From an optimization exercise on the open Yosys and OpenROAD flow, aimed at small area; shortcuts taken in it are not production practice. The RTL was checked by simulation tests, not by an equivalence proof against the original design.

Design AES_Composite_enc, start of the top module:
module AES_Composite_enc(Kin, Din, Dout, Krdy, Drdy, Kvld, Dvld, EN, BSY, CLK, RSTn, cc_out);
export LEC_CHECK = 0
export CAP_MARGIN = 20
export CORE_MARGIN = 2
export CORE_UTILIZATION = 55
export GPL_TIMING_DRIVEN = 0
export SLEW_MARGIN = 20
create_clock -name core_clock -period 14.0 [get_ports {CLK}]
standard.sh (not shown) runs the stock make flow with config.mk's settings and CLKGATE_MAP_FILE= SYNTH_SCRIPT=/design/flow/synth_recipe.tcl, a recipe that flattens the netlist after the stock synthesis.
==> flow/flow/run.sh <==
#!/bin/bash
# Layout flow: the standard ORFS flow (standard.sh) with
#  - synthesis: the standard script, but abc maps for area (flow/abc_area.script)
#  - port buffers: buf_1 instead of the resizer's default pick
#  - CTS: clkbuf_4 buffers, no dummy loads
set -euo pipefail
W=$PWD
export MY_ABC_SCRIPT=$W/flow/abc_area.script
export FLOW_SYNTH_TCL=$W/synth_recipe.tcl
export BUFFER_PORTS_ARGS="-buffer_cell sky130_fd_sc_hd__buf_1"
export CTS_ARGS="-sink_clustering_enable -repair_clock_nets -dont_use_dummy_load -buf_list sky130_fd_sc_hd__clkbuf_8 -sink_clustering_size 15 -sink_clustering_max_diameter 70"
bash standard.sh SYNTH_SCRIPT=$W/flow/my_synth.tcl finish > $W/flow_make.log 2>&1
==> flow/flow/abc_area.script <==
strash
dch
amap -F 10 -A 10
topo
==> flow/flow/my_synth.tcl <==
proc abc {args} {
  set i [lsearch -exact $args -script]
  if {$i >= 0} { lset args [expr {$i+1}] $::env(MY_ABC_SCRIPT) }
  puts "abc (area script): $args"
  yosys abc {*}$args
}
source $::env(FLOW_SYNTH_TCL)
Edit:
--- a/flow/flow/run.sh
+++ b/flow/flow/run.sh
@@ -9,4 +9,4 @@
 export FLOW_SYNTH_TCL=$W/synth_recipe.tcl
 export BUFFER_PORTS_ARGS="-buffer_cell sky130_fd_sc_hd__buf_1"
-export CTS_ARGS="-sink_clustering_enable -repair_clock_nets -dont_use_dummy_load -buf_list sky130_fd_sc_hd__clkbuf_8 -sink_clustering_size 15 -sink_clustering_max_diameter 70"
+export CTS_ARGS="-sink_clustering_enable -repair_clock_nets -dont_use_dummy_load -buf_list {sky130_fd_sc_hd__clkbuf_16 sky130_fd_sc_hd__clkbuf_8} -sink_clustering_size 28 -sink_clustering_max_diameter 90"
 bash standard.sh SYNTH_SCRIPT=$W/flow/my_synth.tcl finish > $W/flow_make.log 2>&1
Settings changed: GPL_TIMING_DRIVEN 0 to not set.
=>
- clock skew fell by 0.044 ns
- final area is lower by 2.4%
- via count came out lower by 0.60%


fjord:
AES_Composite_enc, a different RTL version from the one above (not shown whole).
For scale: ~4,200 cells after synthesis, about 600 flip-flops, roughly 420 I/O pins, about 35,000 um2 of cells after synthesis.
Settings: LEC_CHECK=0, CAP_MARGIN=20, CORE_MARGIN=2, CORE_UTILIZATION=65, SLEW_MARGIN=20; clock period 14.0 ns.
==> flow/flow/run.sh <==
#!/bin/bash
# Layout flow: the standard ORFS flow (standard.sh) with
#  - synthesis: the standard script, but abc maps for area (flow/abc_area.script)
#  - port buffers: buf_1 instead of the resizer's default pick
#  - CTS: clkbuf_4 buffers, no dummy loads
set -euo pipefail
W=$PWD
export MY_ABC_SCRIPT=$W/flow/abc_area.script
export FLOW_SYNTH_TCL=$W/synth_recipe.tcl
export BUFFER_PORTS_ARGS="-buffer_cell sky130_fd_sc_hd__buf_1"
export CTS_ARGS="-sink_clustering_enable -repair_clock_nets -dont_use_dummy_load -buf_list sky130_fd_sc_hd__clkbuf_8 -sink_clustering_size 15 -sink_clustering_max_diameter 70"
bash standard.sh SYNTH_SCRIPT=$W/flow/my_synth.tcl finish > $W/flow_make.log 2>&1
==> flow/flow/abc_area.script <==
strash
dc2
dch -f
amap -F 10 -A 10
topo
Scripts as last shown in full above: flow/flow/my_synth.tcl
Modified inputs, violet compared to fjord
==> flow/flow/abc_area.script <==
strash
dch
amap -F 10 -A 10
topo
Findings:
alo[2] as the critical path launch point was reported by fjord, and alo[7] by violet. Higher design area among fjord and violet: fjord. The most common cell after layout, fill and taps aside comes out sky130_fd_sc_hd__nor2_1 in one run and sky130_fd_sc_hd__o22ai_1 in the other, namely in violet and fjord respectively. STATUS final setup slack of the worst path: violet loses against fjord. For the worst-case setup slack after placement, violet came in 0.45 ns higher than fjord did. Looking at fjord and violet, the area after synthesis is a wash. Total routed wirelength, fjord and violet, lower one = violet. The share of final layout cell area taken by clock buffers and inverters on violet is in line with that on fjord. Re total number of clock tree sinks: no difference whatsoever between fjord and violet.
Relative to violet, the following input files were edited for indigo:
==> flow/flow/run.sh <==
#!/bin/bash
# Layout flow: the standard ORFS flow (standard.sh) with
#  - synthesis: the standard script, but abc maps for area (flow/abc_area.script),
#    except the Collatz adder (kept as a module until the final flatten), which is
#    mapped with flow/abc_fast.script for delay
#  - port buffers: buf_1 instead of the resizer's default pick
#  - CTS: clkbuf_8 buffers, clusters of up to 15 sinks within 70 um, no dummy loads
# The make output goes to flow_make.log; ORFS writes each step's log under orfs/logs/.
set -euo pipefail
W=$PWD
export MY_ABC_SCRIPT=$W/flow/abc_area.script
export MY_ABC_FAST_SCRIPT=$W/flow/abc_fast.script
export SYNTH_KEEP_MODULES="bk_add32"
export FLOW_SYNTH_TCL=$W/synth_recipe.tcl
export BUFFER_PORTS_ARGS="-buffer_cell sky130_fd_sc_hd__buf_1"
export CTS_ARGS="-sink_clustering_enable -repair_clock_nets -dont_use_dummy_load -buf_list sky130_fd_sc_hd__clkbuf_8 -sink_clustering_size 15 -sink_clustering_max_diameter 70"
bash standard.sh SYNTH_SCRIPT=$W/flow/my_synth.tcl finish > $W/flow_make.log 2>&1
==> flow/flow/abc_fast.script (new file) <==
strash
dch
map -a
topo
==> flow/flow/my_synth.tcl <==
proc abc {args} {
  set i [lsearch -exact $args -script]
  set fast_args $args
  lset fast_args [expr {$i+1}] $::env(MY_ABC_FAST_SCRIPT)
  set area_args $args
  lset area_args [expr {$i+1}] $::env(MY_ABC_SCRIPT)
  puts "abc (fast script) on $::env(SYNTH_KEEP_MODULES)"
  yosys abc {*}$fast_args {*}$::env(SYNTH_KEEP_MODULES)
  puts "abc (area script) on the rest"
  yosys abc {*}$area_args
}
source $::env(FLOW_SYNTH_TCL)
Results
Against violet, indigo reports a smallest setup slack after layout that is higher. [compare] base=violet new=indigo: number of buffers and inverters on the critical path shrank by 4, data arrival time of the worst path decreased 0.42 ns, length of routed met3 wiring decreased by about 4.6% relative to the old numbers. Average wire per standard cell in indigo is 0.15 um lower than in violet.

==> re-timing with driven ports <==
Ports are ideal in the flow. The routed layouts listed here were re-timed in OpenROAD. Step 1 sets driving cells, clkbuf_16 on the clock port and buf_2 on the other inputs (assumed; they add their load-dependent delay and slew). Step 2 adds t to the input delays and takes it off the output delays; t is the mean of the earliest and latest rising clock arrival at the registers after step 1. Input paths then give back, and output paths get back, about the clock's delay inside the block. Three values: no drivers, after step 1, after step 2; two values: the first two.
run	t (ns)	setup WS [ns]	worst register clock-pin slew, ns	worst data-port slew with drivers (ns)	pins driven straight from the clock port
the first run of note 1	0.760	0.484 / 0.417 / 0.089	0.11 / 0.11	0.12	1
the second run of note 1	0.651	0.805 / 0.736 / 0.391	0.11 / 0.11	0.10	1
fjord	0.764	0.609 / 0.541 / 0.760	0.11 / 0.11	0.08	1
violet	0.732	0.538 / 0.474 / 0.384	0.11 / 0.11	0.12	1
indigo	0.744	0.961 / 0.896 / 0.555	0.11 / 0.11	0.12	1
After both steps setup and hold are still met in every run listed. The setup slack of the second run of note 1, which loses most, moves by -0.069 ns with the drivers and by -0.414 ns with both steps.
